This design comes from an exercise in tuning for small area and a short achievable clock period on the open sky130 flow, not from production work.
RTL that was checked went through simulation tests only; none was proved equivalent to the original.
Function not checked in runs 4 to 7: the RTL went through the layout flow alone.
Power figures rest on the tool's default switching activity, not on a simulated workload.

`flow/flow/run.sh`:
```
#!/bin/bash
# Layout flow: the standard flow (standard.sh), with its standard synthesis
# unchanged, then the layout steps with a larger setup margin for repair_timing,
# faster port buffers and a smaller clock tree. Each step's full output goes to
# a log in this folder.
set -euo pipefail
bash standard.sh synth > log_synth.txt 2>&1
bash standard.sh SETUP_SLACK_MARGIN=5.5 \
  "BUFFER_PORTS_ARGS=-buffer_cell sky130_fd_sc_hd__buf_1" \
  "CTS_ARGS=-sink_clustering_enable -repair_clock_nets -dont_use_dummy_load -buf_list sky130_fd_sc_hd__clkbuf_8 -sink_clustering_size 36 -sink_clustering_max_diameter 100" \
  finish > log_layout.txt 2>&1
```
`flow/standard.sh`:
```
#!/bin/bash
# synth_recipe.tcl (not shown) runs the flow's synth.tcl, then flattens the netlist and writes it again
# the make line also repeats each setting of config.mk as NAME=value (left out here)
make -C /OpenROAD-flow-scripts/flow DESIGN_CONFIG=/design/flow/config.mk WORK_HOME=/design/flow/orfs CLKGATE_MAP_FILE= SYNTH_SCRIPT=/design/flow/synth_recipe.tcl "${@:-finish}"
```
`flow/config.mk`:
```
export PLATFORM = sky130hd
export DESIGN_NAME = FIR
export DESIGN_NICKNAME = FIR
export VERILOG_FILES = /design/flow/design.v
export SDC_FILE = /design/flow/constraint.sdc
export NUM_CORES = 4
export LEC_CHECK = 0
export ABC_CLOCK_PERIOD_IN_PS = 2000
export CAP_MARGIN = 20
export CORE_MARGIN = 2
export CORE_UTILIZATION = 40
export SLEW_MARGIN = 20
export SYNTH_HIERARCHICAL = 1
```
`flow/constraint.sdc`:
```
create_clock -name core_clock -period 13.0 [get_ports {clk}]
set_input_delay 2.6000 -clock core_clock [delete_from_list [all_inputs] [get_ports {clk}]]
set_output_delay 2.6000 -clock core_clock [all_outputs]
set_load 0.01 [all_outputs]
```
`flow/design.v`:
```
module FIR(Dout, Din, clk, reset);
output	[17:0]	Dout;
input 	[7:0] 	Din;
input 		clk, reset;
reg [7:0] h1, h2, h3, h4, h5, h6, h7;
reg [15:0] R;
wire s1, c1;
HA u1 (.a(h2[0]), .b(h4[0]), .s(s1), .co(c1));
wire s2, c2;
FA u2 (.a(h2[1]), .b(h4[1]), .c(c1), .s(s2), .co(c2));
wire s3, c3;
FA u3 (.a(h2[2]), .b(h4[2]), .c(c2), .s(s3), .co(c3));
wire s4, c4;
FA u4 (.a(h2[3]), .b(h4[3]), .c(c3), .s(s4), .co(c4));
wire s5, c5;
FA u5 (.a(h2[4]), .b(h4[4]), .c(c4), .s(s5), .co(c5));
wire s6, c6;
FA u6 (.a(h2[5]), .b(h4[5]), .c(c5), .s(s6), .co(c6));
wire s7, c7;
FA u7 (.a(h2[6]), .b(h4[6]), .c(c6), .s(s7), .co(c7));
wire s8, c8;
FA u8 (.a(h2[7]), .b(h4[7]), .c(c7), .s(s8), .co(c8));
wire s9, c9;
FA u9 (.a(h6[0]), .b(h7[0]), .c(Din[0]), .s(s9), .co(c9));
wire n10 = ~s1;
wire s11, c11;
FA u11 (.a(h6[1]), .b(h7[1]), .c(n10), .s(s11), .co(c11));
wire s12, c12;
FA u12 (.a(s11), .b(Din[1]), .c(c9), .s(s12), .co(c12));
wire n13 = ~h7[2];
wire s14, c14;
FA u14 (.a(h3[0]), .b(n13), .c(h6[2]), .s(s14), .co(c14));
wire n15 = ~c11;
wire s16, c16;
FA u16 (.a(s14), .b(s2), .c(n15), .s(s16), .co(c16));
wire n17 = ~s16;
wire s18, c18;
FA u18 (.a(n17), .b(Din[2]), .c(c12), .s(s18), .co(c18));
wire s19, c19;
FA u19 (.a(h6[3]), .b(h7[3]), .c(h6[2]), .s(s19), .co(c19));
wire s20, c20;
FA u20 (.a(h3[1]), .b(h7[0]), .c(c14), .s(s20), .co(c20));
wire s21, c21;
FA u21 (.a(s20), .b(s3), .c(c16), .s(s21), .co(c21));
wire n22 = ~s21;
wire s23, c23;
FA u23 (.a(s19), .b(n22), .c(Din[3]), .s(s23), .co(c23));
wire s24, c24;
FA u24 (.a(h6[0]), .b(h6[4]), .c(h7[4]), .s(s24), .co(c24));
wire s25, c25;
FA u25 (.a(h3[0]), .b(h3[2]), .c(h7[1]), .s(s25), .co(c25));
wire s26, c26;
FA u26 (.a(s1), .b(c19), .c(s24), .s(s26), .co(c26));
wire n27 = ~s26;
wire s28, c28;
FA u28 (.a(s25), .b(c20), .c(n27), .s(s28), .co(c28));
wire s29, c29;
FA u29 (.a(s28), .b(s4), .c(c21), .s(s29), .co(c29));
wire s30, c30;
FA u30 (.a(Din[0]), .b(Din[4]), .c(c23), .s(s30), .co(c30));
wire s31, c31;
FA u31 (.a(h6[1]), .b(h6[5]), .c(h7[5]), .s(s31), .co(c31));
wire s32, c32;
FA u32 (.a(h1[0]), .b(h5[0]), .c(h3[0]), .s(s32), .co(c32));
wire s33, c33;
FA u33 (.a(h3[1]), .b(h3[3]), .c(h7[2]), .s(s33), .co(c33));
wire s34, c34;
FA u34 (.a(s1), .b(c24), .c(s31), .s(s34), .co(c34));
wire s35, c35;
FA u35 (.a(c25), .b(s32), .c(s33), .s(s35), .co(c35));
wire s36, c36;
FA u36 (.a(s2), .b(c26), .c(s34), .s(s36), .co(c36));
wire n37 = ~s36;
wire s38, c38;
FA u38 (.a(s35), .b(n37), .c(c28), .s(s38), .co(c38));
wire s39, c39;
FA u39 (.a(s38), .b(s5), .c(c29), .s(s39), .co(c39));
wire n40 = ~s39;
wire s41, c41;
FA u41 (.a(Din[1]), .b(Din[5]), .c(n40), .s(s41), .co(c41));
wire s42, c42;
FA u42 (.a(h6[2]), .b(h6[6]), .c(h7[6]), .s(s42), .co(c42));
wire s43, c43;
FA u43 (.a(h1[1]), .b(h5[1]), .c(h3[1]), .s(s43), .co(c43));
wire s44, c44;
FA u44 (.a(h3[2]), .b(h3[4]), .c(h7[3]), .s(s44), .co(c44));
wire s45, c45;
FA u45 (.a(c32), .b(c33), .c(s43), .s(s45), .co(c45));
wire s46, c46;
FA u46 (.a(c31), .b(s42), .c(s2), .s(s46), .co(c46));
wire s47, c47;
FA u47 (.a(s44), .b(c35), .c(s45), .s(s47), .co(c47));
wire s48, c48;
FA u48 (.a(c34), .b(s3), .c(s46), .s(s48), .co(c48));
wire n49 = ~s47;
wire s50, c50;
FA u50 (.a(c36), .b(n49), .c(s48), .s(s50), .co(c50));
wire s51, c51;
FA u51 (.a(s50), .b(Din[2]), .c(Din[6]), .s(s51), .co(c51));
wire s52, c52;
FA u52 (.a(c38), .b(s6), .c(c39), .s(s52), .co(c52));
wire n53 = ~s52;
wire s54, c54;
FA u54 (.a(s51), .b(n53), .c(c41), .s(s54), .co(c54));
wire s55, c55;
FA u55 (.a(h6[3]), .b(h6[7]), .c(h7[7]), .s(s55), .co(c55));
wire s56, c56;
FA u56 (.a(h1[2]), .b(h5[2]), .c(h3[2]), .s(s56), .co(c56));
wire s57, c57;
FA u57 (.a(h3[3]), .b(h3[5]), .c(h7[4]), .s(s57), .co(c57));
wire s58, c58;
FA u58 (.a(c43), .b(c44), .c(s56), .s(s58), .co(c58));
wire s59, c59;
FA u59 (.a(s57), .b(c45), .c(s58), .s(s59), .co(c59));
wire s60, c60;
FA u60 (.a(c42), .b(s55), .c(s3), .s(s60), .co(c60));
wire s61, c61;
FA u61 (.a(c46), .b(s4), .c(c48), .s(s61), .co(c61));
wire s62, c62;
FA u62 (.a(s60), .b(c50), .c(s61), .s(s62), .co(c62));
wire s63, c63;
FA u63 (.a(Din[3]), .b(Din[7]), .c(s62), .s(s63), .co(c63));
wire s64, c64;
FA u64 (.a(c47), .b(s59), .c(s7), .s(s64), .co(c64));
wire s65, c65;
FA u65 (.a(c51), .b(s63), .c(c54), .s(s65), .co(c65));
wire n66 = ~s65;
wire s67, c67;
FA u67 (.a(c52), .b(s64), .c(n66), .s(s67), .co(c67));
wire s68, c68;
FA u68 (.a(h1[3]), .b(h5[3]), .c(h3[3]), .s(s68), .co(c68));
wire s69, c69;
FA u69 (.a(h3[4]), .b(h3[6]), .c(h7[5]), .s(s69), .co(c69));
wire s70, c70;
FA u70 (.a(c56), .b(c57), .c(s68), .s(s70), .co(c70));
wire s71, c71;
FA u71 (.a(s69), .b(c58), .c(s70), .s(s71), .co(c71));
wire s72, c72;
FA u72 (.a(h6[4]), .b(c55), .c(s4), .s(s72), .co(c72));
wire s73, c73;
FA u73 (.a(c60), .b(s5), .c(c61), .s(s73), .co(c73));
wire s74, c74;
FA u74 (.a(s72), .b(Din[4]), .c(c62), .s(s74), .co(c74));
wire s75, c75;
FA u75 (.a(s73), .b(c63), .c(s74), .s(s75), .co(c75));
wire s76, c76;
FA u76 (.a(c59), .b(s71), .c(s8), .s(s76), .co(c76));
wire n77 = ~s75;
wire s78, c78;
FA u78 (.a(c64), .b(n77), .c(s76), .s(s78), .co(c78));
wire n79 = ~c65;
wire s80, c80;
FA u80 (.a(n79), .b(s78), .c(c67), .s(s80), .co(c80));
wire s81, c81;
FA u81 (.a(h1[4]), .b(h5[4]), .c(h3[4]), .s(s81), .co(c81));
wire s82, c82;
FA u82 (.a(h3[5]), .b(h3[7]), .c(h7[6]), .s(s82), .co(c82));
wire s83, c83;
FA u83 (.a(h6[5]), .b(c68), .c(c69), .s(s83), .co(c83));
wire s84, c84;
FA u84 (.a(s81), .b(s82), .c(c70), .s(s84), .co(c84));
wire s85, c85;
FA u85 (.a(s83), .b(c71), .c(s84), .s(s85), .co(c85));
wire s86, c86;
FA u86 (.a(s5), .b(c72), .c(s6), .s(s86), .co(c86));
wire s87, c87;
FA u87 (.a(c73), .b(Din[5]), .c(s86), .s(s87), .co(c87));
wire s88, c88;
FA u88 (.a(c74), .b(s87), .c(c75), .s(s88), .co(c88));
wire s89, c89;
FA u89 (.a(s85), .b(c8), .c(c76), .s(s89), .co(c89));
wire n90 = ~s88;
wire s91, c91;
FA u91 (.a(n90), .b(s89), .c(c78), .s(s91), .co(c91));
wire s92, c92;
FA u92 (.a(h1[5]), .b(h5[5]), .c(h3[5]), .s(s92), .co(c92));
wire s93, c93;
FA u93 (.a(h3[6]), .b(h7[7]), .c(c81), .s(s93), .co(c93));
wire s94, c94;
FA u94 (.a(c82), .b(s92), .c(c83), .s(s94), .co(c94));
wire s95, c95;
FA u95 (.a(s93), .b(s94), .c(c84), .s(s95), .co(c95));
wire n96 = ~c85;
wire s97, c97;
FA u97 (.a(h6[6]), .b(h6[5]), .c(n96), .s(s97), .co(c97));
wire s98, c98;
FA u98 (.a(s97), .b(s6), .c(Din[6]), .s(s98), .co(c98));
wire s99, c99;
FA u99 (.a(s7), .b(c86), .c(s98), .s(s99), .co(c99));
wire s100, c100;
FA u100 (.a(c87), .b(s99), .c(c88), .s(s100), .co(c100));
wire s101, c101;
FA u101 (.a(s95), .b(c89), .c(c91), .s(s101), .co(c101));
wire s102, c102;
FA u102 (.a(h1[6]), .b(h5[6]), .c(h3[6]), .s(s102), .co(c102));
wire s103, c103;
FA u103 (.a(h3[7]), .b(h6[7]), .c(c92), .s(s103), .co(c103));
wire s104, c104;
FA u104 (.a(s102), .b(c93), .c(s103), .s(s104), .co(c104));
wire s105, c105;
FA u105 (.a(c94), .b(s104), .c(c95), .s(s105), .co(c105));
wire s106, c106;
FA u106 (.a(c97), .b(Din[7]), .c(s7), .s(s106), .co(c106));
wire s107, c107;
FA u107 (.a(c98), .b(s8), .c(s106), .s(s107), .co(c107));
wire s108, c108;
FA u108 (.a(c99), .b(s107), .c(c100), .s(s108), .co(c108));
wire n109 = ~s108;
wire s110, c110;
FA u110 (.a(s105), .b(n109), .c(c101), .s(s110), .co(c110));
wire s111, c111;
FA u111 (.a(h5[7]), .b(h3[7]), .c(c102), .s(s111), .co(c111));
wire s112, c112;
FA u112 (.a(c103), .b(s111), .c(c104), .s(s112), .co(c112));
wire n113 = ~s112;
wire s114, c114;
FA u114 (.a(h6[7]), .b(h1[7]), .c(n113), .s(s114), .co(c114));
wire s115, c115;
FA u115 (.a(s114), .b(c8), .c(s8), .s(s115), .co(c115));
wire s116, c116;
FA u116 (.a(c106), .b(c107), .c(s115), .s(s116), .co(c116));
wire n117 = ~c105;
wire s118, c118;
FA u118 (.a(n117), .b(s116), .c(c108), .s(s118), .co(c118));
wire n119 = ~h1[7];
wire s120, c120;
FA u120 (.a(n119), .b(c111), .c(c112), .s(s120), .co(c120));
wire s121, c121;
FA u121 (.a(c114), .b(c8), .c(c115), .s(s121), .co(c121));
wire n122 = ~s120;
wire s123, c123;
FA u123 (.a(n122), .b(s121), .c(c116), .s(s123), .co(c123));
wire s124, c124;
FA u124 (.a(h1[7]), .b(c121), .c(c123), .s(s124), .co(c124));
wire n125 = c18 ^ s23;
wire n126 = c18 & s23;
wire n127 = ~s29 ^ s30;
wire n128 = ~s29 & s30;
wire n129 = c30 ^ s41;
wire n130 = c30 & s41;
wire n131 = ~c80 ^ ~s91;
wire n132 = ~c80 & ~s91;
wire n133 = s100 ^ ~s101;
wire n134 = s100 & ~s101;
wire n135 = ~c110 ^ s118;
wire n136 = ~c110 & s118;
wire n137 = c118 ^ s123;
wire n138 = c118 & s123;
wire n139 = ~c120 ^ s124;
wire n140 = ~c120 & s124;
wire n141 = h1[7] ^ c124;
wire n142 = h1[7] & c124;
wire n143 = s12 & s9;
wire n144 = n125 & s18;
wire n145 = n130 | (n129 & n128);
wire n146 = n129 & n127;
wire n147 = ~s67 & s54;
wire n148 = n131 & ~s80;
wire n149 = ~s110 & n134;
wire n150 = ~s110 & n133;
wire n151 = n138 | (n137 & n136);
wire n152 = n137 & n135;
wire n153 = n142 | (n141 & n140);
wire n154 = n141 & n139;
wire n155 = s18 & n143;
wire n156 = n144 & n143;
wire n157 = s54 & n145;
wire n158 = s54 & n146;
wire n159 = n147 & n145;
wire n160 = n147 & n146;
wire n161 = n134 | (n133 & n132);
wire n162 = n133 & n148;
wire n163 = n149 | (n150 & n132);
wire n164 = n150 & n148;
wire n165 = n140 | (n139 & n151);
wire n166 = n139 & n152;
wire n167 = n153 | (n154 & n151);
wire n168 = n154 & n152;
wire n169 = n128 | (n127 & n126);
wire n170 = n127 & n156;
wire n171 = n145 | (n146 & n126);
wire n172 = n146 & n156;
wire n173 = n157 | (n158 & n126);
wire n174 = n158 & n156;
wire n175 = n159 | (n160 & n126);
wire n176 = n160 & n156;
wire n177 = n136 | (n135 & n163);
wire n178 = n135 & n164;
wire n179 = n151 | (n152 & n163);
wire n180 = n152 & n164;
wire n181 = n165 | (n166 & n163);
wire n182 = n166 & n164;
wire n183 = n167 | (n168 & n163);
wire n184 = n168 & n164;
wire n185 = ~s80 & n175;
wire n186 = ~s80 & n176;
wire n187 = n132 | (n148 & n175);
wire n188 = n148 & n176;
wire n189 = n161 | (n162 & n175);
wire n190 = n162 & n176;
wire n191 = n163 | (n164 & n175);
wire n192 = n164 & n176;
wire n193 = n177 | (n178 & n175);
wire n194 = n178 & n176;
wire n195 = n179 | (n180 & n175);
wire n196 = n180 & n176;
wire n197 = n181 | (n182 & n175);
wire n198 = n182 & n176;
wire n199 = n183 | (n184 & n175);
wire n200 = n184 & n176;
wire n201 = n127 ^ n126;
wire n202 = n129 ^ n169;
wire n203 = s54 ^ n171;
wire n204 = ~s67 ^ n173;
wire n205 = ~s80 ^ n175;
wire n206 = n131 ^ n185;
wire n207 = n133 ^ n187;
wire n208 = ~s110 ^ n189;
wire n209 = n135 ^ n191;
wire n210 = n137 ^ n193;
wire n211 = n139 ^ n195;
wire n212 = n141 ^ n197;
wire [15:0] Rn = {n212, n211, n210, n209, n208, n207, n206, n205, n204, n203, n202, n201, n125, s18, s12, s9};
wire [15:0] y;
FIR_dout udout (.R(R), .Din(Din), .y(y));
always @(posedge clk)
begin
	if (reset)
	begin
		h1 <= 8'hff;
		h2 <= 8'h00;
		h3 <= 8'hff;
		h4 <= 8'h00;
		h5 <= 8'hff;
		h6 <= 8'h00;
		h7 <= 8'hff;
		R <= 16'd65281;
	end
	else
	begin
		h1 <= ~Din;
		h2 <= ~h1;
		h3 <= ~h2;
		h4 <= ~h3;
		h5 <= ~h4;
		h6 <= ~h5;
		h7 <= ~h6;
		R <= Rn;
	end
end
assign Dout = {2'b00, y};
endmodule
module FIR_dout(input [15:0] R, input [7:0] Din, output [15:0] y);
wire n213 = ~Din[0];
wire s214, c214;
HA u214 (.a(R[0]), .b(n213), .s(s214), .co(c214));
wire n215 = ~Din[1];
wire s216, c216;
HA u216 (.a(R[1]), .b(n215), .s(s216), .co(c216));
wire n217 = ~Din[2];
wire s218, c218;
HA u218 (.a(R[2]), .b(n217), .s(s218), .co(c218));
wire n219 = ~Din[3];
wire s220, c220;
FA u220 (.a(R[3]), .b(Din[0]), .c(n219), .s(s220), .co(c220));
wire n221 = ~Din[4];
wire s222, c222;
FA u222 (.a(R[4]), .b(Din[1]), .c(n221), .s(s222), .co(c222));
wire n223 = ~Din[5];
wire s224, c224;
FA u224 (.a(R[5]), .b(Din[2]), .c(n223), .s(s224), .co(c224));
wire n225 = ~Din[6];
wire s226, c226;
FA u226 (.a(R[6]), .b(Din[3]), .c(n225), .s(s226), .co(c226));
wire n227 = ~Din[7];
wire s228, c228;
FA u228 (.a(R[7]), .b(Din[4]), .c(n227), .s(s228), .co(c228));
wire s229, c229;
HA u229 (.a(R[8]), .b(Din[5]), .s(s229), .co(c229));
wire s230, c230;
HA u230 (.a(R[9]), .b(Din[6]), .s(s230), .co(c230));
wire s231, c231;
HA u231 (.a(R[10]), .b(Din[7]), .s(s231), .co(c231));
wire [15:0] ya = {R[15], R[14], R[13], R[12], R[11], s231, s230, s229, s228, s226, s224, s222, s220, s218, s216, s214};
wire [15:0] yb = {1'b0, 1'b0, 1'b0, 1'b0, c231, c230, c229, c228, c226, c224, c222, c220, c218, c216, c214, 1'b0};
assign y = ya + yb;
endmodule
module FA(input a, input b, input c, output s, output co);
assign s = a ^ b ^ c;
assign co = (a & b) | (a & c) | (b & c);
endmodule
module HA(input a, input b, output s, output co);
assign s = a ^ b;
assign co = a & b;
endmodule
```
==> reports/results.tsv, run 1 <==
metric	value	unit
timing.setup.tns	0	ns
nFillCells	1233	
coreArea	12700	µm²
ioPinCount	28	
avgSynthCellArea	11.9	µm²
drt-initial-drc-count	150	
rrSetupSlack	6.23	ns
vias	3070	
setup-violations-final	0	
critical_path_cell_count	10	
cts-htree-levels	3	
track_usage	0.155	
r2r_end	R[15]	
r2r_start	h2[0]	
placement.io_buffers	25	
synth-seq-cells	72	
peakVddDrop	0.101	mV
reg2regPathDepth	18	
synthFlopType	dfxtp_1	
fmax	136	MHz
routabilityCongestion	0.825	
cts_tree	yes	
drc	0	
grt_max_degree	38	
antenna_cells	0	
synth_cells	442	
crit_required	10.40	ns
status	finished clean	
synth.most_common_cell	fa_1	
clkSinkCount	72	
rows	41	
cp-end-kind	output pin	
clkTransAtPathRegs	0.06	ns
root_buffer	clkbuf_8	
grt_pass1_wl	17100	µm
worstPathMaxFanout	5	
wl_per_cell	15.3	µm
period_share	0.564	
fin_area	5670	µm²
yosysWarnings	7	
path_buf_inv	3	
initial_core_util	0.413	
min_path_type	reg2reg	
slowest_delay	0.44	ns
worstSetupStartpoint	Din[4]	
path_cells	clkbuf_4 -> inv_1 -> fa_1 -> ha_2 -> nand2_2 -> o211ai_2 -> o2111ai_4 -> o31ai_4 -> xor2_1 -> clkbuf_2	
synth_area_leaders	fa_1 42%, dfxtp_1 27%, ha_1 6.4%	
antenna_found_initial	0	
yosys.area.top_type	fa_1	
synth_common_cells	110 x fa_1, 72 x dfxtp_1, 42 x nand2_1, 41 x inv_1, 35 x nor2_1	
wirelength	9750	µm
crit_family	adder cells	
critPathKind	in2out	
syn_to_final_growth	8.00	%
drtAntennaViolNets	0	
firstDrtPassIters	4	
skew	0.0316	ns
cap_violations	0	
ctsLongestPathBuffers	2	
vias_per_cell	4.82	
cp_slowest_cell	fa_1	
overflow	0	
cts_buffers	9	
powerDensity	201	nW/µm²
cts_hold_buf	0	
arrival	4.73	ns
place_ws	5.37	ns
nets	614	
yosysSeqAreaShare	0.274	
die_h	119	µm
fin_crit	7.33	ns
leakage	0.00233	µW
netlist_area	5250	µm²
drive_above_1_share	0.0796	
synth_edf_count	0	
finalHoldViolations	0	
cp-start-kind	primary input	
crit_end	Dout[15]	
rsz0062_at_grt	false	
dieArea	14100	µm²
synthArstFlopShare	0	
fin_ws	5.67	ns
synthDistinctLibCells	51	
grt_pass1_vias	3440	
maxSlewViolCount	0	
synth_top_area_frac	0.419	
dp_hpwl	8040	µm
clk_latency	0.36	ns
placed_area	5500	µm²
die_w	119	µm
cell type report:
type / instances / area [µm²] / area share
inverter: 41 / 154 / 0.0271
multi-input combinational: 316 / 3610 / 0.637
tap: 172 / 215 / 0.0379
clock buffer: 9 / 124 / 0.0218
sequential: 72 / 1440 / 0.254
timing repair buffer: 27 / 125 / 0.0221
state kept, by name, summed over array words and instances, names as in the netlist:
register,count
R,16
h1,8
h2,8
h3,8
h4,8
h5,8
h6,8
h7,8
Yosys stat by module (local to each module, per instance):
| module | flip-flops and latches | copies in the design | cells inside |
|---|---|---|---|
| FA | 0 | 108 | 1 |
| FIR | 72 | 1 | 229 |
| FIR_dout | 0 | 1 | 98 |
| HA | 0 | 7 | 1 |
metrics by stage:
stage | hold slack (ns) | instances | total power, µW | util
after floorplan | 0.362 | 443 | 853 | -
after CTS | 0.396 | 637 | 1140 | 0.443
after global placement | 0.366 | 628 | 976 | 0.433
after detailed placement | 0.381 | 628 | 992 | 0.433
final | 0.393 | 637 | 1140 | 0.446
after global routing | 0.407 | 637 | 1260 | 0.446
cell usage in the layout, fill, tap and decap left out, types with 2 or more instances in the layout:
cell | Yosys | final
fa_1 | 110 | 110
dfxtp_1 | 72 | 72
nand2_1 | 42 | 42
inv_1 | 41 | 41
nor2_1 | 35 | 35
ha_1 | 27 | 25
buf_1 | 3 | 16
a21oi_1 | 15 | 14
xnor2_1 | 9 | 9
clkbuf_8 | 0 | 9
nor2b_1 | 8 | 8
o21ai_0 | 7 | 7
xor2_1 | 7 | 7
nor3_1 | 6 | 6
nand3_1 | 6 | 6
a21o_1 | 4 | 4
buf_2 | 1 | 4
clkbuf_2 | 0 | 3
o31ai_4 | 1 | 2
nand3b_1 | 2 | 2
o21a_1 | 2 | 2
mux2i_1 | 2 | 2
nand2b_1 | 2 | 2
or2_2 | 2 | 2
conb_1 | 1 | 2
a21oi_2 | 1 | 2
o211ai_2 | 2 | 2
nand4_1 | 2 | 2
ha_2 | 0 | 2
clkbuf_4 | 0 | 2
buf_4 | 4 | 2
worst min-delay path by stage:
| stage | startpoint | endpoint | slack (ns) | cells past startpoint |
|---|---|---|---|---|
| 2_1_floorplan | h4[0] | h5[0] | 0.36 | 1 |
| 3_3_place_gp | h2[0] | h3[0] | 0.37 | 1 |
| 3_5_place_dp | h2[0] | h3[0] | 0.38 | 1 |
| 4_1_cts | h4[0] | h5[0] | 0.40 | 1 |
| 5_1_grt | h2[0] | h3[0] | 0.41 | 1 |
| 6_report | h2[0] | h3[0] | 0.39 | 1 |
worst reg2reg max path, cell delays in order, from the launching register on:
cell and delay [ns]:
dfxtp_1 0.31, ha_1 0.22, fa_1 0.38, fa_1 0.42, fa_1 0.39, fa_1 0.40, fa_1 0.42, fa_1 0.43
fa_1 0.62, fa_1 0.49, fa_1 0.40, fa_1 0.38, fa_1 0.49, inv_1 0.04, ha_1 0.31, a21oi_1 0.30
o31ai_4 0.17, o21a_1 0.22, o31a_1 0.27
power breakdown:
part	internal, µW	switching, µW
combinational	329	412
clock	61.7	74.6
sequential	245	16.2
layer usage:
layer / track usage / vias to the layer above / wire length (µm)
li1: - / 1444 / -
met1: 0.214 / 1558 / 4710
met2: 0.253 / 54 / 4560
met3: 0.0246 / 14 / 326
met4: 0.0461 / 0 / 157
met5: 0 / - / 0
timing repair:
action | 4_1_cts | 5_1_grt
pin swaps | 0 | 1
buffers inserted | 0 | 0
endpoints found under the setup margin | 6 | 6
resized for setup | 6 | 10
kinds of logic after synthesis:
family	synth area share
xor+xnor	0.0267
buf+inv	0.0438
other cells	0.000714
fa+ha+maj	0.484
mux	0.00381
compound gates	0.0677
flops	0.274
simple gates	0.0993
==> run 2: changes to the inputs <==
--- a/flow/flow/run.sh
+++ b/flow/flow/run.sh
@@ -8,3 +8,3 @@
 bash standard.sh SETUP_SLACK_MARGIN=5.5 \
-  "BUFFER_PORTS_ARGS=-buffer_cell sky130_fd_sc_hd__buf_1" \
+  "BUFFER_PORTS_ARGS=-buffer_cell sky130_fd_sc_hd__buf_2" \
   "CTS_ARGS=-sink_clustering_enable -repair_clock_nets -dont_use_dummy_load -buf_list sky130_fd_sc_hd__clkbuf_8 -sink_clustering_size 36 -sink_clustering_max_diameter 100" \
==> run 2 against run 1 <==
  * Still clean on timing, DRC and antenna
  * Register-to-register slack hardly changed
  * Core utilization hardly changed
  * Design area is 0.11% lower
  * Non-clock buffer count is 1 lower
  * Synthesized cell count stayed put
  * Sequential share of layout area hardly changed
  * Sequential power hardly changed
  * Area after synthesis stayed put
  * Wire length is 1.7% lower
  * Hold slack worse by 0.013 ns
  * Clock-buffer cell count stayed put
  * Critical endpoint is now Dout[12]
==> reports/results.tsv, run 2 <==
metric	value	unit
final_common_cell	fa_1	
cts_setup_buffers	0	
coreArea	12700	µm²
min_path_type	reg2reg	
drtAntennaViolNets	0	
powerDensity	200	nW/µm²
cp-end-kind	output pin	
initial_core_util	0.413	
dieArea	14100	µm²
cp_slowest_cell	fa_1	
r2r_start	h2[0]	
syn_to_final_growth	7.88	%
critical_path_cell_count	10	
antenna_cells	0	
synth_top_area_frac	0.419	
yosys.area.top_type	fa_1	
die_w	119	µm
synth-seq-cells	72	
wl_per_cell	15.1	µm
crit_family	adder cells	
antenna_found_initial	0	
worst_path_most_repeated_cell	buf_2	
nets	613	
vias	3036	
worstSetupStartpoint	Din[5]	
netlist_area	5250	µm²
cts_tree	yes	
drive_above_1_share	0.110	
synth_cells	442	
clkTransAtPathRegs	0.06	ns
ctsLongestPathBuffers	2	
min_from	h4[0]	
relSlewSlack	0.503	
path_buf_inv	3	
yosysSeqAreaShare	0.274	
drt-initial-drc-count	186	
largest_register	R	
synth.most_common_cell	fa_1	
synthDistinctLibCells	51	
cts_buffers	9	
yosysWarnings	7	
grt_pass1_wl	17200	µm
cp-start-kind	primary input	
synth_area_leaders	fa_1 42%, dfxtp_1 27%, ha_1 6.4%	
fin_crit	7.37	ns
wl_met2	4480	µm
cap_violations	0	
cts-htree-levels	3	
synth_common_cells	110 x fa_1, 72 x dfxtp_1, 42 x nand2_1, 41 x inv_1, 35 x nor2_1	
clk_latency	0.35	ns
rows	41	
firstDrtPassIters	4	
leakage	0.00236	µW
largest_reg_flops	16	
layout_common_cells	110 x fa_1, 72 x dfxtp_1, 42 x nand2_1	
slowest_delay	0.49	ns
synth_edf_count	0	
place_ws	5.61	ns
die_h	119	µm
grt_pass1_vias	3446	
drc	0	
fin_ws	5.63	ns
timing.setup.tns	0	ns
arrival	4.77	ns
placement.io_buffers	25	
worstPathMaxFanout	5	
whs_path_depth	1	
wirelength	9580	µm
synthFlopType	dfxtp_1	
root_buffer	clkbuf_8	
status	finished clean	
fmax	136	MHz
clkSinkCount	72	
worst_pin_slew	0.745	ns
skew	0.0282	ns
track_usage	0.156	
path_cells	buf_2 -> inv_1 -> fa_1 -> ha_2 -> a21oi_1 -> nand2_1 -> o211ai_2 -> and4b_1 -> nor3_2 -> buf_2	
dr_wl_met3	262	µm
crit_required	10.40	ns
vias_per_cell	4.77	
finalHoldViolations	0	
avgSynthCellArea	11.9	µm²
critPathKind	in2out	
period_share	0.567	
grt_max_degree	38	
setup-violations-final	0	
routabilityCongestion	0.834	
synthArstFlopShare	0	
reg2regPathDepth	18	
wl_met1	4740	µm
rsz0062_at_grt	true	
ioPinCount	28	
maxSlewViolCount	0	
dp_hpwl	7990	µm
route.top_layer_used	met4	
overflow	0	
peakVddDrop	0.0978	mV
## run 2: cell counts after synthesis
No cell type changed its count.
## run 2: layout make-up
| class | instances | area (µm²) |
|---|---|---|
| Sequential cell | 72 | 1440 |
| Multi-Input combinational cell | 316 | 3600 |
| Fill cell | 1233 | 7060 |
| Inverter | 41 | 154 |
| Tap cell | 172 | 215 |
| Clock buffer | 9 | 124 |
| Timing Repair Buffer | 26 | 133 |
## run 2: stage by stage
stage | utilization | hold WS (ns) | cell area [µm²] | instances | total power, µW
6_report | 0.445 | 0.380 | 5670 | 636 | 1130
4_1_cts | 0.444 | 0.384 | 5650 | 636 | 1150
3_5_place_dp | 0.435 | 0.372 | 5530 | 627 | 1010
5_1_grt | 0.445 | 0.387 | 5670 | 636 | 1270
3_3_place_gp | 0.435 | 0.366 | 5530 | 627 | 989
2_1_floorplan | - | 0.362 | 5260 | 443 | 853
## run 2: path summary, 6_finish.rpt
path,endpoint,slack [ns]
hold / removal,h5[0],0.38
hold reg to reg,h5[0],0.38
setup / recovery,Dout[12],5.63
setup reg to reg,R[15],6.22
## run 2: power breakdown
part	switching (µW)	internal (µW)
clock	72.2	61.7
sequential	16.1	245
combinational	400	340
total	488	647
## run 2: logic make-up (layout without fill, tap and decap cells)
kind of cell    count (synthesis)  in the layout  share of synthesized area
flops                          72             72                      0.274
other cells                     1              2                   0.000714
compound gates                 47             47                     0.0677
buf+inv                        55             76                     0.0438
xor+xnor                       16             16                     0.0267
simple gates                  112            112                     0.0993
mux                             2              2                    0.00381
fa+ha+maj                     137            137                      0.484
## run 2: Yosys stat by module (local to each module, per instance)
module | times used | flops+latches | area, µm²
FIR | 1 | 72 | 2300
FIR_dout | 1 | 0 | 704
FA | 108 | 0 | 20.0
HA | 7 | 0 | 12.5
## run 2: layer usage
metal | global-route usage | vias up
met1 | 0.215 | 1541
met3 | 0.0270 | 8
met4 | 0.0417 | 0
li1 | - | 1444
met5 | 0 | -
met2 | 0.256 | 43
## run 2: repair_timing
| item | in CTS | in global routing |
|---|---|---|
| hold buffers | 0 | 0 |
| gates resized for setup | 0 | 2 |
| setup endpoints to repair | 0 | 4 |
==> run 3: changes to the inputs <==
--- a/flow/flow/run.sh
+++ b/flow/flow/run.sh
@@ -9,3 +9,3 @@
   "BUFFER_PORTS_ARGS=-buffer_cell sky130_fd_sc_hd__buf_2" \
-  "CTS_ARGS=-sink_clustering_enable -repair_clock_nets -dont_use_dummy_load -buf_list sky130_fd_sc_hd__clkbuf_8 -sink_clustering_size 36 -sink_clustering_max_diameter 100" \
+  "CTS_ARGS=-sink_clustering_enable -repair_clock_nets -dont_use_dummy_load -buf_list sky130_fd_sc_hd__clkbuf_4 -root_buf sky130_fd_sc_hd__clkbuf_8 -sink_clustering_size 36 -sink_clustering_max_diameter 100" \
   finish > log_layout.txt 2>&1
==> run 3 against run 2 <==
  * Maximum frequency is the same
  * Clock-buffer cell count is the same
  * Non-clock buffer count is the same
  * Cell count is the same
  * Via count is the same
  * Area after synthesis is the same
  * Design area is the same
  * Critical endpoint unchanged
  * Sequential cell count is the same
  * Still clean
  * Sequential share of layout area is the same
==> reports/results.tsv, run 3 <==
metric	value	unit
status	finished clean	
yosysSeqAreaShare	0.274	
synth_top_family_by_area	adder cells	
crit_required	10.40	ns
internal_power	647	µW
synth_cells	442	
cts_tree	yes	
coreArea	12700	µm²
cp-start-kind	primary input	
synth_mux_area_frac	0.00381	
final_common_cell	fa_1	
cap_violations	0	
synthFlopType	dfxtp_1	
antenna_cells	0	
power	1130	µW
synth.most_common_cell	fa_1	
synthSimpleGateAreaFrac	0.0993	
yosys.area.top_type	fa_1	
arrival	4.77	ns
critPathKind	in2out	
skew	0.0282	ns
clkTransAtPathRegs	0.06	ns
dp_hpwl	7990	µm
grt_pass1_vias	3446	
grt_pass1_wl	17200	µm
fin_crit	7.37	ns
drive_above_1_share	0.110	
rsz0062_at_grt	true	
avgSynthCellArea	11.9	µm²
cts_hold_buf	0	
yosysWarnings	7	
switchingPower	488	µW
antenna_found_initial	0	
leakage	0.00236	µW
clkSinkCount	72	
drc	0	
ioPinCount	28	
relSlewSlack	0.503	
drtAntennaViolNets	0	
synth_xor_area_frac	0.0267	
track_usage	0.156	
fmax	136	MHz
synth-seq-cells	72	
placement.io_buffers	25	
power_frac_seq	0.230	
cp-end-kind	output pin	
setup-violations-final	0	
peakVddDrop	0.0978	mV
syn_to_final_growth	7.88	%
synthDistinctLibCells	51	
synth_top_area_frac	0.419	
fin_util	0.445	
layout_common_cells	110 x fa_1, 72 x dfxtp_1, 42 x nand2_1	
rows	41	
worst_pin_slew	0.745	ns
synth_compound_area_frac	0.0677	
netlist_area	5250	µm²
cts-htree-levels	3	
drt-initial-drc-count	186	
nets	613	
synth_common_cells	110 x fa_1, 72 x dfxtp_1, 42 x nand2_1, 41 x inv_1, 35 x nor2_1	
largest_register	R	
pwr-share-comb	0.652	
wirelength	9580	µm
die_w	119	µm
wl_per_cell	15.1	µm
root_buffer	clkbuf_8	
vias	3036	
p_clk_frac	0.118	
period_share	0.567	
place_ws	5.61	ns
synth_fa_ha_area_frac	0.484	
fin_ws	5.63	ns
powerDensity	200	nW/µm²
routabilityCongestion	0.834	
die_h	119	µm
firstDrtPassIters	4	
synth_edf_count	0	
worstPathMaxFanout	5	
synthArstFlopShare	0	
maxSlewViolCount	0	
largest_reg_flops	16	
finalHoldViolations	0	
ctsLongestPathBuffers	2	
sw_frac_of_total	0.430	
vias_per_cell	4.77	
overflow	0	
clk_latency	0.35	ns
grt_max_degree	38	
cts_buffers	9	
initial_core_util	0.413	
min_path_type	reg2reg	
dieArea	14100	µm²
synth_area_leaders	fa_1 42%, dfxtp_1 27%, ha_1 6.4%	
timing.setup.tns	0	ns
-- run 3: stage by stage --
stage | area [µm²] | instances | hold WS [ns]
2_1_floorplan | 5260 | 443 | 0.362
3_3_place_gp | 5530 | 627 | 0.366
3_5_place_dp | 5530 | 627 | 0.372
4_1_cts | 5650 | 636 | 0.384
5_1_grt | 5670 | 636 | 0.387
6_report | 5670 | 636 | 0.380
-- run 3: critical path, cell delays in order --
cell and delay [ns]:
buf_2 0.19, inv_1 0.08, fa_1 0.49, ha_2 0.30, a21oi_1 0.25, nand2_1 0.14, o211ai_2 0.28, and4b_1 0.25
nor3_2 0.05, buf_2 0.13
-- run 3: layer usage --
layer | global-route usage | routed length [µm]
met1 | 0.215 | 4740
met3 | 0.0270 | 262
met4 | 0.0417 | 98
met5 | 0 | 0
met2 | 0.256 | 4480
-- run 3: path summary, 6_finish.rpt --
check         start        to  slack (ns)  depth (start not counted)
max          Din[5]  Dout[12]        5.63                         10
min reg2reg   h4[0]     h5[0]        0.38                          1
max reg2reg   h2[0]     R[15]        6.22                         18
min           h4[0]     h5[0]        0.38                          1
-- run 3: cells by family (layout without fill, tap and decap cells) --
group | count (synthesis) | count (layout)
AO/OA/AOI/OAI | 47 | 47
adder cells (fa/ha/maj) | 137 | 137
XOR/XNOR | 16 | 16
other | 1 | 2
multiplexers | 2 | 2
flip-flops | 72 | 72
buffers and inverters | 55 | 76
AND/OR/NAND/NOR | 112 | 112
-- run 3: area by class of cell --
cell class              count  area, µm²
repair buffers             26        133
well taps                 172        215
fillers                  1233       7060
inverters                  41        154
multi-input cells         316       3600
flip-flops and latches     72       1440
clock buffers               9        124
-- run 3: modules after synthesis, one instance, submodules excluded --
module    cells inside  area (µm²)  flip-flops and latches  times used
FIR_dout            98         704                       0           1
FIR                229        2300                      72           1
HA                   1        12.5                       0           7
FA                   1        20.0                       0         108
-- run 3: repair_timing --
action                     in CTS  in global routing
hold endpoints to repair        0                  0
setup endpoints to repair       0                  4
setup buffers                   0                  0
gates resized for setup         0                  2
-- run 3: power by group through the flow --
stage	Sequential [µW]	Combinational, µW	Clock [µW]
finish	261	740	134
global route	265	855	150
CTS	261	747	140
detailed placement	266	741	0
global placement	266	723	0
floorplan	261	592	0
==> run 4: changes to the inputs <==
--- a/flow/design.v
+++ b/flow/design.v
@@ -353,35 +353,3 @@
 module FIR_dout(input [15:0] R, input [7:0] Din, output [15:0] y);
-wire n213 = ~Din[0];
-wire s214, c214;
-HA u214 (.a(R[0]), .b(n213), .s(s214), .co(c214));
-wire n215 = ~Din[1];
-wire s216, c216;
-HA u216 (.a(R[1]), .b(n215), .s(s216), .co(c216));
-wire n217 = ~Din[2];
-wire s218, c218;
-HA u218 (.a(R[2]), .b(n217), .s(s218), .co(c218));
-wire n219 = ~Din[3];
-wire s220, c220;
-FA u220 (.a(R[3]), .b(Din[0]), .c(n219), .s(s220), .co(c220));
-wire n221 = ~Din[4];
-wire s222, c222;
-FA u222 (.a(R[4]), .b(Din[1]), .c(n221), .s(s222), .co(c222));
-wire n223 = ~Din[5];
-wire s224, c224;
-FA u224 (.a(R[5]), .b(Din[2]), .c(n223), .s(s224), .co(c224));
-wire n225 = ~Din[6];
-wire s226, c226;
-FA u226 (.a(R[6]), .b(Din[3]), .c(n225), .s(s226), .co(c226));
-wire n227 = ~Din[7];
-wire s228, c228;
-FA u228 (.a(R[7]), .b(Din[4]), .c(n227), .s(s228), .co(c228));
-wire s229, c229;
-HA u229 (.a(R[8]), .b(Din[5]), .s(s229), .co(c229));
-wire s230, c230;
-HA u230 (.a(R[9]), .b(Din[6]), .s(s230), .co(c230));
-wire s231, c231;
-HA u231 (.a(R[10]), .b(Din[7]), .s(s231), .co(c231));
-wire [15:0] ya = {R[15], R[14], R[13], R[12], R[11], s231, s230, s229, s228, s226, s224, s222, s220, s218, s216, s214};
-wire [15:0] yb = {1'b0, 1'b0, 1'b0, 1'b0, c231, c230, c229, c228, c226, c224, c222, c220, c218, c216, c214, 1'b0};
-assign y = ya + yb;
+assign y = R + {5'b0, Din, 3'b0} + {8'b0, ~Din};
 endmodule
--- a/flow/flow/run.sh
+++ b/flow/flow/run.sh
@@ -9,3 +9,3 @@
   "BUFFER_PORTS_ARGS=-buffer_cell sky130_fd_sc_hd__buf_2" \
-  "CTS_ARGS=-sink_clustering_enable -repair_clock_nets -dont_use_dummy_load -buf_list sky130_fd_sc_hd__clkbuf_4 -root_buf sky130_fd_sc_hd__clkbuf_8 -sink_clustering_size 36 -sink_clustering_max_diameter 100" \
+  "CTS_ARGS=-sink_clustering_enable -repair_clock_nets -dont_use_dummy_load -buf_list sky130_fd_sc_hd__clkbuf_8 -sink_clustering_size 36 -sink_clustering_max_diameter 100" \
   finish > log_layout.txt 2>&1
--- a/flow/config.mk
+++ b/flow/config.mk
@@ -10,3 +10,3 @@
 export CORE_MARGIN = 2
-export CORE_UTILIZATION = 40
+export CORE_UTILIZATION = 65
 export SLEW_MARGIN = 20
==> run 4 against run 3 <==
  * Synthesized cell count is 1.8% lower
  * Maximum frequency about the same
  * Clock-buffer cell count did not move
==> reports/results.tsv, run 4 <==
metric	value	unit
timing.setup.tns	0	ns
cts-htree-levels	3	
synthDistinctLibCells	44	
dp_hpwl	7600	µm
track_usage	0.262	
whs	0.392	ns
clkTransAtPathRegs	0.08	ns
critPathKind	in2out	
yosysWarnings	7	
yosys.area.top_type	fa_1	
busiest_layer	met2	
p_clk_frac	0.116	
cts_buffers	9	
setup-violations-final	0	
cts_tree	yes	
synth_edf_count	0	
pwr-share-comb	0.658	
arrival	4.77	ns
grt_pass1_wl	16800	µm
powerDensity	205	nW/µm²
layout_common_cells	110 x fa_1, 72 x dfxtp_1, 49 x inv_1	
cp-end-kind	output pin	
clkSinkCount	72	
sw_frac_of_total	0.431	
synth_cells	434	
firstDrtPassIters	4	
synth_top_area_frac	0.428	
avgSynthCellArea	11.9	µm²
grt_max_degree	39	
worstPathMaxFanout	4	
drive_above_1_share	0.117	
synth-seq-cells	72	
crit_family	adder cells	
synthFlopType	dfxtp_1	
cts_hold_buf	0	
leakage	0.00235	µW
synthArstFlopShare	0	
rsz0062_at_grt	true	
path_buf_inv	3	
cp_slowest_cell	fa_1	
fin_area	5540	µm²
rows	32	
largest_register	R	
wl_per_cell	16.4	µm
dieArea	8650	µm²
placement.io_buffers	25	
min_path_type	reg2reg	
internal_power	647	µW
syn_to_final_growth	7.63	%
drc	0	
vias_per_cell	5.30	
path_cells	buf_2 -> inv_1 -> ha_1 -> ha_1 -> fa_1 -> a21oi_2 -> o21ai_1 -> a211oi_2 -> a211oi_2 -> xor2_1 -> buf_2	
switchingPower	491	µW
cp-start-kind	primary input	
power_frac_seq	0.225	
fmax	136	MHz
routabilityCongestion	0.811	
die_w	93.0	µm
critical_path_cell_count	11	
grt_use_met2	0.452	
power	1140	µW
peakVddDrop	0.160	mV
maxSlewViolCount	0	
overflow	0	
grt_use_met3	0.0508	
ctsLongestPathBuffers	2	
use_met1	0.347	
clk_latency	0.35	ns
drt-initial-drc-count	61	
synth_area_leaders	fa_1 43%, dfxtp_1 28%, ha_1 6.6%	
finalHoldViolations	0	
placed_area	5370	µm²
reg2regPathDepth	18	
final_common_cell	fa_1	
cts_setup_buffers	0	
wirelength	9240	µm
relSlewSlack	0.527	
coreArea	7690	µm²
cap_violations	0	
ioPinCount	28	
fin_crit	7.37	ns
vias	2978	
whs_path_depth	1	
worst_pin_slew	0.710	ns
die_h	93.0	µm
root_buffer	clkbuf_8	
period_share	0.567	
nets	609	
initial_core_util	0.670	
antenna_cells	0	
crit_required	10.40	ns
status	finished clean	
antenna_found_initial	0	
synth.most_common_cell	fa_1	
largest_reg_flops	16	
drtAntennaViolNets	0	
netlist_area	5150	µm²
grt_pass1_vias	3468	
slowest_delay	0.47	ns
yosysSeqAreaShare	0.280	
synth_common_cells	110 x fa_1, 72 x dfxtp_1, 50 x inv_1, 43 x nand2_1, 33 x nor2_1	
skew	0.0226	ns
-- run 4: per-module statistics from Yosys (local to each module, per instance) --
module    cell area (µm²)  cells
FA                   20.0      1
FIR_dout              777    101
FIR                  2300    229
HA                   12.5      1
-- run 4: stage by stage --
| step | setup WS (ns) | util | std cells |
|---|---|---|---|
| global route | 5.48 | 0.721 | 562 |
| CTS | 5.52 | 0.715 | 562 |
| global placement | 5.57 | 0.698 | 553 |
| finish | 5.63 | 0.721 | 562 |
| detailed placement | 5.54 | 0.698 | 553 |
| floorplan | 5.95 | - | 435 |
-- run 4: kinds of logic (layout without fill, tap and decap cells) --
| family | Yosys count | in the layout | share of synthesized area |
|---|---|---|---|
| mux | 1 | 1 | 0.00194 |
| xor+xnor | 18 | 18 | 0.0306 |
| buf+inv | 60 | 85 | 0.0452 |
| flops | 72 | 72 | 0.280 |
| other cells | 1 | 2 | 0.000728 |
| fa+ha+maj | 137 | 137 | 0.493 |
| compound gates | 46 | 46 | 0.0646 |
| simple gates | 99 | 99 | 0.0838 |
-- run 4: final cells by class --
type,instances,area [µm²]
Clock buffer,9,124
Fill cell,585,2140
Inverter,50,188
Multi-Input combinational cell,303,3530
Sequential cell,72,1440
Tap cell,102,128
Timing Repair Buffer,26,133
-- run 4: repair_timing --
item	CTS	global route
gates resized for setup	0	11
hold endpoints to repair	0	0
endpoints found under the setup margin	0	7
-- run 4: final timing paths --
check | startpoint | to | slack [ns]
setup reg to reg | h2[0] | R[15] | 6.21
hold reg to reg | h4[0] | h5[0] | 0.39
setup / recovery | Din[1] | Dout[11] | 5.63
hold / removal | h4[0] | h5[0] | 0.39
-- run 4: worst reg2reg max path, cell delays in order, from the launching register on --
cell	delay, ns
dfxtp_1	0.32
ha_1	0.21
fa_1	0.38
fa_1	0.39
fa_1	0.40
fa_1	0.40
fa_1	0.39
fa_1	0.44
fa_1	0.66
fa_1	0.48
fa_1	0.39
fa_1	0.38
fa_1	0.49
inv_1	0.04
ha_1	0.31
a21oi_1	0.32
o31ai_4	0.18
o21a_1	0.21
o31a_1	0.28
-- run 4: power groups by stage --
stage / combinational (µW) / sequential [µW] / clock [µW]
after CTS: 738 / 257 / 137
after global placement: 720 / 261 / 0
after detailed placement: 731 / 261 / 0
after floorplan: 568 / 259 / 0
after global routing: 868 / 259 / 146
final: 749 / 256 / 132
-- run 4: routing by layer --
| layer | up-vias | share of wire |
|---|---|---|
| li1 | 1405 | - |
| met1 | 1525 | 0.44 |
| met4 | 0 | 0.012 |
| met2 | 40 | 0.52 |
| met3 | 8 | 0.030 |
| met5 | - | 0 |
==> run 5: changes to the inputs <==
--- a/flow/flow/run.sh
+++ b/flow/flow/run.sh
@@ -7,3 +7,3 @@
 bash standard.sh synth > log_synth.txt 2>&1
-bash standard.sh SETUP_SLACK_MARGIN=5.5 \
+bash standard.sh SETUP_SLACK_MARGIN=5.7 \
   "BUFFER_PORTS_ARGS=-buffer_cell sky130_fd_sc_hd__buf_2" \
==> run 5 against run 4 <==
  * Non-clock buffer count is 3 higher
  * First-iteration DRC count is 20% lower
  * Largest power group unchanged
  * Clock skew hardly changed
  * Design area is 2.5% higher
  * Cell count is 0.53% higher
  * Total power is 2.6% higher
  * Combinational power is 4.0% higher
  * Via count is 0.71% higher
  * Wire length is 2.7% higher
  * Register-to-register slack hardly changed
  * Area after synthesis stayed put
==> reports/results.tsv, run 5 <==
metric	value	unit
cap_violations	0	
synth-seq-cells	72	
regArea	1440	µm²
die_h	93.0	µm
vias	2999	
arrival	4.59	ns
synth_edf_count	0	
syn_to_final_growth	10.3	%
crit_family	adder cells	
whs	0.392	ns
path_cells	buf_12 -> inv_6 -> fa_1 -> inv_2 -> ha_4 -> a21oi_2 -> o21ai_1 -> a211oi_2 -> a211oi_2 -> xor2_1 -> buf_2	
rows	32	
grt_pass1_wl	16900	µm
clkTransAtPathRegs	0.08	ns
antenna_cells	0	
pwr-share-comb	0.667	
initial_core_util	0.670	
internal_power	664	µW
nets	612	
largest_register	R	
clk_latency	0.35	ns
vias_per_cell	5.31	
switchingPower	503	µW
dieArea	8650	µm²
synth_cells	434	
die_w	93.0	µm
cts_tree	yes	
status	finished clean	
fin_area	5680	µm²
routabilityCongestion	0.811	
root_buffer	clkbuf_8	
clkSinkCount	72	
period_share	0.553	
timing.setup.tns	0	ns
cts_buffers	9	
drc	0	
cp-end-kind	output pin	
final_common_cell	fa_1	
fin_crit	7.19	ns
worst_path_most_repeated_cell	a211oi_2	
netlist_area	5150	µm²
fmax	139	MHz
wl_per_cell	16.8	µm
drt-initial-drc-count	49	
grt_max_degree	39	
slowest_delay	0.54	ns
overflow	0	
min_path_type	reg2reg	
drtAntennaViolNets	0	
ioPinCount	28	
crit_required	10.40	ns
synth_area_leaders	fa_1 43%, dfxtp_1 28%, ha_1 6.6%	
power_frac_seq	0.219	
placement.io_buffers	25	
worstPathMaxFanout	5	
peakVddDrop	0.160	mV
ctsLongestPathBuffers	2	
cp_slowest_cell	fa_1	
track_usage	0.263	
fin_util	0.739	
skew	0.0226	ns
cp-start-kind	primary input	
dp_hpwl	7600	µm
nFillCells	547	
largest_reg_flops	16	
wirelength	9490	µm
synth_top_area_frac	0.428	
yosysWarnings	7	
synth.most_common_cell	fa_1	
synthArstFlopShare	0	
yosys.area.top_type	fa_1	
relSlewSlack	0.523	
finalHoldViolations	0	
leakage	0.00238	µW
synthDistinctLibCells	44	
placed_area	5370	µm²
avgSynthCellArea	11.9	µm²
setup-violations-final	0	
p_clk_frac	0.113	
drive_above_1_share	0.149	
critPathKind	in2out	
synth_common_cells	110 x fa_1, 72 x dfxtp_1, 50 x inv_1, 43 x nand2_1, 33 x nor2_1	
yosysSeqAreaShare	0.280	
grt_pass1_vias	3474	
path_buf_inv	4	
cts-htree-levels	3	
antenna_found_initial	0	
multi_input_area	3600	µm²
rsz0062_at_grt	true	
layout_common_cells	109 x fa_1, 72 x dfxtp_1, 46 x inv_1	
synthFlopType	dfxtp_1	
firstDrtPassIters	4	
worst_pin_slew	0.715	ns
maxSlewViolCount	0	
sw_frac_of_total	0.431	
powerDensity	205	nW/µm²
coreArea	7690	µm²
==> run 5: path summary, 6_finish.rpt <==
check / from / endpoint / slack [ns] / depth (start not counted)
max: Din[2] / Dout[11] / 5.81 / 11
min: h4[0] / h5[0] / 0.39 / 1
max reg2reg: h2[0] / R[15] / 6.21 / 18
min reg2reg: h4[0] / h5[0] / 0.39 / 1
==> run 5: per-layer routing <==
layer  vias to the layer above  track usage  part of all wire
li1                       1414            -                 -
met4                         0       0.0637             0.011
met2                        42        0.455              0.53
met5                         -            0                 0
met1                      1535        0.348              0.43
met3                         8       0.0508             0.035
==> run 5: logic make-up (layout without fill, tap and decap cells) <==
kind of cell,after synthesis,in the layout,synth area share
buf+inv,60,88,0.0452
xor+xnor,18,18,0.0306
other cells,1,2,0.000728
fa+ha+maj,137,137,0.493
compound gates,46,46,0.0646
simple gates,99,99,0.0838
flops,72,72,0.280
mux,1,1,0.00194
==> run 5: power by group through the flow <==
stage	Sequential, µW	Combinational [µW]	Clock, µW
after floorplan	259	568	0
after global placement	261	720	0
after detailed placement	261	731	0
after CTS	257	753	137
after global routing	259	899	146
final	256	779	132
==> run 5: worst register-to-register path, stage by stage (launching register included) <==
cell     delay, ns
dfxtp_1       0.32
ha_1          0.21
fa_1          0.65
fa_1          0.48
fa_1          0.48
fa_1          0.41
fa_1          0.49
fa_1          0.40
fa_1          0.42
fa_1          0.49
inv_1         0.05
fa_1          0.43
fa_1          0.49
inv_1         0.04
ha_1          0.31
a21oi_1       0.32
o31ai_4       0.18
o21a_1        0.21
o31a_1        0.28
==> run 5: per-stage QoR <==
step | setup WS, ns | total power [µW] | cells
finish | 5.81 | 1170 | 565
global route | 5.67 | 1300 | 565
global placement | 5.57 | 981 | 553
floorplan | 5.95 | 827 | 435
CTS | 5.67 | 1150 | 562
detailed placement | 5.54 | 992 | 553
==> run 5: modules after synthesis (local to each module, per instance) <==
module,times used,area (µm²),cells inside
FA,103,20.0,1
HA,1,12.5,1
FIR,1,2300,229
FIR_dout,1,777,101
==> run 5: area by class of cell <==
| type | instances | share of cell area |
|---|---|---|
| Tap cell | 102 | 0.0225 |
| Sequential cell | 72 | 0.254 |
| Inverter | 50 | 0.0343 |
| Multi-Input combinational cell | 303 | 0.634 |
| Timing Repair Buffer | 29 | 0.0337 |
| Clock buffer | 9 | 0.0218 |
==> run 5: repair_timing <==
item                       4_1_cts  5_1_grt
buffers inserted                 0        3
hold buffers                     0        0
setup endpoints to repair        9        8
resized for setup               10       35
pin swaps                        6       14
==> run 6: changes to the inputs <==
--- a/flow/flow/run.sh
+++ b/flow/flow/run.sh
@@ -7,3 +7,3 @@
 bash standard.sh synth > log_synth.txt 2>&1
-bash standard.sh SETUP_SLACK_MARGIN=5.7 \
+bash standard.sh SETUP_SLACK_MARGIN=5.8 \
   "BUFFER_PORTS_ARGS=-buffer_cell sky130_fd_sc_hd__buf_2" \
--- a/flow/config.mk
+++ b/flow/config.mk
@@ -10,3 +10,3 @@
 export CORE_MARGIN = 2
-export CORE_UTILIZATION = 65
+export CORE_UTILIZATION = 75
 export SLEW_MARGIN = 20
==> run 6 against run 5 <==
  * Sequential power about the same
  * Wire length up 13%
  * Sequential cell count unchanged
  * Register-to-register slack about the same
  * Critical path type unchanged
  * Core utilization up 12 points
  * Critical endpoint is now Dout[10]
  * Total power up 4.4%
==> reports/results.tsv, run 6 <==
metric	value	unit
yosysSeqAreaShare	0.280	
largest_register	R	
vias_per_cell	5.83	
drc	0	
instances_no_fill	548	
syn_to_final_growth	11.7	%
timing.setup.tns	0	ns
avgSynthCellArea	11.9	µm²
placement.io_buffers	25	
synth-seq-cells	72	
cap_violations	0	
final_common_cell	fa_1	
nFillCells	355	
largest_reg_flops	16	
pwr-share-comb	0.678	
cp-start-kind	primary input	
dp_hpwl	8270	µm
cts_tree	yes	
clkSinkCount	72	
cp-end-kind	output pin	
rsz0062_at_grt	true	
period_share	0.556	
worstPathMaxFanout	5	
firstDrtPassIters	4	
worst_pin_slew	0.750	ns
setup-violations-final	0	
cts_hold_buf	0	
clk_latency	0.35	ns
synth_cells	434	
root_buffer	clkbuf_8	
status	finished clean	
ctsLongestPathBuffers	2	
dieArea	7550	µm²
finalHoldViolations	0	
clkTransAtPathRegs	0.06	ns
rows	30	
power_frac_seq	0.211	
arrival	4.63	ns
nets	617	
coreArea	6720	µm²
routabilityCongestion	0.861	
critPathKind	in2out	
synthArstFlopShare	0	
synth_edf_count	0	
synthFlopType	dfxtp_1	
vias	3193	
leakage	0.00242	µW
synthDistinctLibCells	44	
crit_required	10.40	ns
synth_common_cells	110 x fa_1, 72 x dfxtp_1, 50 x inv_1, 43 x nand2_1, 33 x nor2_1	
grt_max_degree	38	
peakVddDrop	0.117	mV
grt_pass1_vias	3524	
grt_pass1_wl	16900	µm
synth_top_area_frac	0.428	
antenna_cells	0	
drt-initial-drc-count	109	
layout_common_cells	109 x fa_1, 72 x dfxtp_1, 45 x inv_1	
wl_per_cell	19.6	µm
whs	0.401	ns
powerDensity	212	nW/µm²
p_clk_frac	0.111	
overflow	0	
die_h	86.9	µm
maxSlewViolCount	0	
die_w	86.9	µm
track_usage	0.314	
skew	0.0191	ns
netlist_area	5150	µm²
wirelength	10700	µm
cts_buffers	9	
cts-htree-levels	3	
ioPinCount	28	
antenna_found_initial	0	
switchingPower	537	µW
fin_crit	7.23	ns
yosysWarnings	7	
synth.most_common_cell	fa_1	
fmax	138	MHz
placedCellCount	531	
internal_power	681	µW
relSlewSlack	0.500	
drtAntennaViolNets	0	
yosys.area.top_type	fa_1	
drive_above_1_share	0.167	
initial_core_util	0.766	
synth_area_leaders	fa_1 43%, dfxtp_1 28%, ha_1 6.6%	
sw_frac_of_total	0.441	
min_path_type	reg2reg	
## run 6: final timing paths
path / startpoint / endpoint / slack [ns] / cells past startpoint
setup / recovery: Din[1] / Dout[10] / 5.77 / 11
hold / removal: h4[6] / h5[6] / 0.40 / 1
setup reg to reg: h2[0] / R[15] / 6.21 / 18
hold reg to reg: h4[6] / h5[6] / 0.40 / 1
## run 6: metrics by stage
step	total power (µW)	setup slack, ns	cell area [µm²]	utilization
global route	1330	5.70	5750	0.856
finish	1220	5.77	5750	0.856
floorplan	827	5.95	5150	-
global placement	962	5.62	5340	0.795
detailed placement	992	5.57	5340	0.795
CTS	1170	5.80	5590	0.832
## run 6: final cells by class
class | count | area, µm² | area share
Multi-Input combinational cell | 303 | 3650 | 0.634
Tap cell | 80 | 100 | 0.0174
Sequential cell | 72 | 1440 | 0.251
Inverter | 50 | 195 | 0.0339
Clock buffer | 9 | 124 | 0.0215
Timing Repair Buffer | 34 | 244 | 0.0424
## run 6: per-layer routing
| layer | part of all wire | vias to the layer above | GRT usage |
|---|---|---|---|
| met1 | 0.39 | 1629 | 0.394 |
| met5 | 0 | - | 0 |
| li1 | - | 1423 | - |
| met3 | 0.046 | 32 | 0.0493 |
| met2 | 0.53 | 109 | 0.536 |
| met4 | 0.037 | 0 | 0.152 |
## run 6: worst max-delay path, cell delays in order
cell,delay (ns)
buf_12,0.08
inv_4,0.03
fa_1,0.55
inv_2,0.06
ha_4,0.32
nand3_4,0.09
o211ai_4,0.23
nand2_1,0.15
o21ai_1,0.19
xor2_1,0.18
buf_2,0.16
## run 6: cell families (layout without fill, tap and decap cells)
logic type	count (synthesis)	count (layout)	synth area share
AOI/OAI and AO/OA	46	46	0.0646
xor gates and xnor gates	18	18	0.0306
adders and majority gates	137	137	0.493
buffers and inverters	60	93	0.0452
DFF	72	72	0.280
muxes	1	1	0.00194
other	1	2	0.000728
and+or+nand+nor	99	99	0.0838
## run 6: power by group through the flow
stage               Sequential (µW)  Clock (µW)  Combinational [µW]
floorplan                       259           0                 568
global placement                261           0                 700
detailed placement              262           0                 729
CTS                             257         137                 772
global route                    259         145                 927
finish                          257         135                 826
## run 6: modules after synthesis (local to each module, per instance)
module / cells / copies in the design
HA: 1 / 1
FIR_dout: 101 / 1
FIR: 229 / 1
FA: 1 / 103
## run 6: repair_timing
item	4_1_cts	5_1_grt
pin swaps	10	20
buffers inserted	1	7
setup endpoints to repair	9	8
gates resized for setup	24	33
==> run 7: changes to the inputs <==
--- a/flow/flow/run.sh
+++ b/flow/flow/run.sh
@@ -7,3 +7,3 @@
 bash standard.sh synth > log_synth.txt 2>&1
-bash standard.sh SETUP_SLACK_MARGIN=5.8 \
+bash standard.sh SETUP_SLACK_MARGIN=5.5 \
   "BUFFER_PORTS_ARGS=-buffer_cell sky130_fd_sc_hd__buf_2" \
==> run 7 against run 6 <==
  * Sequential cell count unchanged
  * Cell count decreased by 1.5%
  * Combinational power decreased by 9.1%
  * First-iteration DRC count increased by 6.4%
  * Critical endpoint is now Dout[15]
  * Largest power group unchanged
  * Highest routed layer unchanged
==> reports/results.tsv, run 7 <==
metric	value	unit
status	finished clean	
wirelength	9970	µm
critPathKind	in2out	
cap_violations	0	
synth_cells	434	
skew	0.0196	ns
antenna_found_initial	0	
firstDrtPassIters	4	
synth_top_area_frac	0.428	
syn_to_final_growth	6.90	%
switchingPower	498	µW
cts-htree-levels	3	
root_buffer	clkbuf_8	
final_common_cell	fa_1	
yosysWarnings	7	
largest_reg_flops	16	
setup-violations-final	0	
fin_crit	7.38	ns
arrival	4.78	ns
cts_tree	yes	
internal_power	645	µW
rsz0062_at_grt	true	
pwr-share-comb	0.657	
antenna_cells	0	
die_h	86.9	µm
grt_max_degree	38	
synth_common_cells	110 x fa_1, 72 x dfxtp_1, 50 x inv_1, 43 x nand2_1, 33 x nor2_1	
synthDistinctLibCells	44	
synthArstFlopShare	0	
placedCellCount	531	
worstPathMaxFanout	6	
yosys.area.top_type	fa_1	
min_path_type	reg2reg	
grt_pass1_vias	3446	
r2r_start	h2[0]	
cts_resized	0	
overflow	0	
drt-initial-drc-count	116	
sw_frac_of_total	0.436	
synth.most_common_cell	fa_1	
timing.setup.tns	0	ns
min_from	h4[6]	
synth-seq-cells	72	
path_cells	buf_2 -> inv_1 -> fa_1 -> inv_1 -> ha_2 -> nand2_1 -> nor2_1 -> o211ai_1 -> a21oi_1 -> xor2_1 -> buf_2	
fmax	136	MHz
clkTransAtPathRegs	0.06	ns
power	1140	µW
relSlewSlack	0.501	
wl_per_cell	18.5	µm
clkSinkCount	72	
fin_util	0.819	
whs_path_depth	1	
instances_no_fill	540	
track_usage	0.308	
cts_hold_buf	0	
cp-start-kind	primary input	
clk_latency	0.35	ns
drc	0	
placement.io_buffers	25	
cp-end-kind	output pin	
synthFlopType	dfxtp_1	
vias_per_cell	5.74	
drive_above_1_share	0.120	
crit_family	adder cells	
path_buf_inv	4	
critical_path_cell_count	11	
leakage	0.00235	µW
die_w	86.9	µm
finalHoldViolations	0	
worst_pin_slew	0.748	ns
maxSlewViolCount	0	
ctsLongestPathBuffers	2	
fin_area	5510	µm²
peakVddDrop	0.115	mV
p_clk_frac	0.118	
grt_pass1_wl	16600	µm
yosysSeqAreaShare	0.280	
reg2regPathDepth	18	
synth_edf_count	0	
cts_buffers	9	
initial_core_util	0.766	
crit_required	10.40	ns
largest_register	R	
period_share	0.567	
cp_slowest_cell	fa_1	
routabilityCongestion	0.861	
worstSetupStartpoint	Din[4]	
ioPinCount	28	
coreArea	6720	µm²
netlist_area	5150	µm²
dieArea	7550	µm²
layout_common_cells	109 x fa_1, 72 x dfxtp_1, 50 x inv_1	
dp_hpwl	8270	µm
synth_area_leaders	fa_1 43%, dfxtp_1 28%, ha_1 6.6%	
vias	3098	
slowest_delay	0.51	ns
rows	30	
powerDensity	208	nW/µm²
avgSynthCellArea	11.9	µm²
nets	609	
power_frac_seq	0.225	
cts_setup_buffers	0	
placed_area	5340	µm²
drtAntennaViolNets	0	
==> run 7: layer usage <==
layer / GRT usage / vias to the layer above / part of all wire
met2: 0.526 / 87 / 0.52
li1: - / 1405 / -
met5: 0 / - / 0
met4: 0.148 / 0 / 0.036
met3: 0.0483 / 25 / 0.039
met1: 0.387 / 1581 / 0.40
==> run 7: final timing paths <==
kind                            slack [ns]        to
worst max-delay path                  5.62  Dout[15]
worst min-delay path                  0.40     h5[6]
worst max register to register        6.21     R[15]
worst min register to register        0.40     h5[6]
==> run 7: worst reg2reg max path: cells and delay by family, from the launching register on <==
family                   cells  cell delay [ns]
adder cells (fa/ha/maj)     13             5.32
AO/OA/AOI/OAI                4             0.97
flip-flops                   1             0.32
buffers and inverters        1             0.04
==> run 7: through the flow <==
| stage | setup WS, ns | hold WS (ns) |
|---|---|---|
| 2_1_floorplan | 5.95 | 0.362 |
| 3_3_place_gp | 5.62 | 0.368 |
| 3_5_place_dp | 5.57 | 0.382 |
| 4_1_cts | 5.56 | 0.406 |
| 5_1_grt | 5.47 | 0.422 |
| 6_report | 5.62 | 0.401 |
==> run 7: area by class of cell <==
| cell class | instances | area (µm²) |
|---|---|---|
| multi-input cells | 303 | 3520 |
| repair buffers | 26 | 133 |
| fillers | 398 | 1210 |
| inverters | 50 | 188 |
| clock buffers | 9 | 124 |
| well taps | 80 | 100 |
| flip-flops and latches | 72 | 1440 |
==> run 7: cells by family after synthesis <==
group,after synthesis,synth area share
fa+ha+maj,137,0.493
xor+xnor,18,0.0306
buf+inv,60,0.0452
compound gates,46,0.0646
mux,1,0.00194
other cells,1,0.000728
flops,72,0.280
simple gates,99,0.0838
==> run 7: power by group through the flow <==
stage | registers, µW | logic (µW) | clock network (µW)
finish | 257 | 751 | 135
global route | 259 | 855 | 145
CTS | 257 | 735 | 137
detailed placement | 262 | 729 | 0
global placement | 261 | 700 | 0
floorplan | 259 | 568 | 0
==> run 7: Yosys stat by module, one instance, submodules excluded <==
module,cells,area [µm²]
FA,1,20.0
FIR,229,2300
FIR_dout,101,777
HA,1,12.5

## port drivers added, routing unchanged
How much do the figures lean on ideal ports? The routed layouts below were timed once more, with nothing changed but the port constraints.
Step 1 (the two cells are an assumption about what drives the block):
set clk [get_ports {clk}]
set_driving_cell -lib_cell sky130_fd_sc_hd__clkbuf_16 $clk
set_driving_cell -lib_cell sky130_fd_sc_hd__buf_2 [delete_from_list [all_inputs] $clk]
Step 2 adds t to the input delays and takes it off the output delays; t is the mean of the earliest and latest rising clock arrival at the registers after step 1. Input paths then give back, and output paths get back, about the clock's delay inside the block.
Three values: no drivers, after step 1, after step 2; two values: the first two.
| run | t (ns) | setup slack, ns | worst setup path after step 2 | worst slew at a driven data input, ns |
|---|---|---|---|---|
| run 1 | 0.372 | 5.668 / 5.646 / 5.646 | input to output | 0.03 |
| run 2 | 0.364 | 5.628 / 5.609 / 5.609 | input to output | 0.03 |
| run 3 | 0.364 | 5.628 / 5.609 / 5.609 | input to output | 0.03 |
| run 4 | 0.371 | 5.628 / 5.605 / 5.605 | input to output | 0.04 |
| run 5 | 0.370 | 5.807 / 5.731 / 5.731 | input to output | 0.07 |
| run 6 | 0.372 | 5.772 / 5.706 / 5.706 | input to output | 0.07 |
| run 7 | 0.367 | 5.624 / 5.601 / 5.601 | input to output | 0.03 |
After both steps every run listed still meets setup and hold. The setup slack of run 5, which loses most, moves by -0.076 ns with the drivers and by -0.076 ns with both steps.
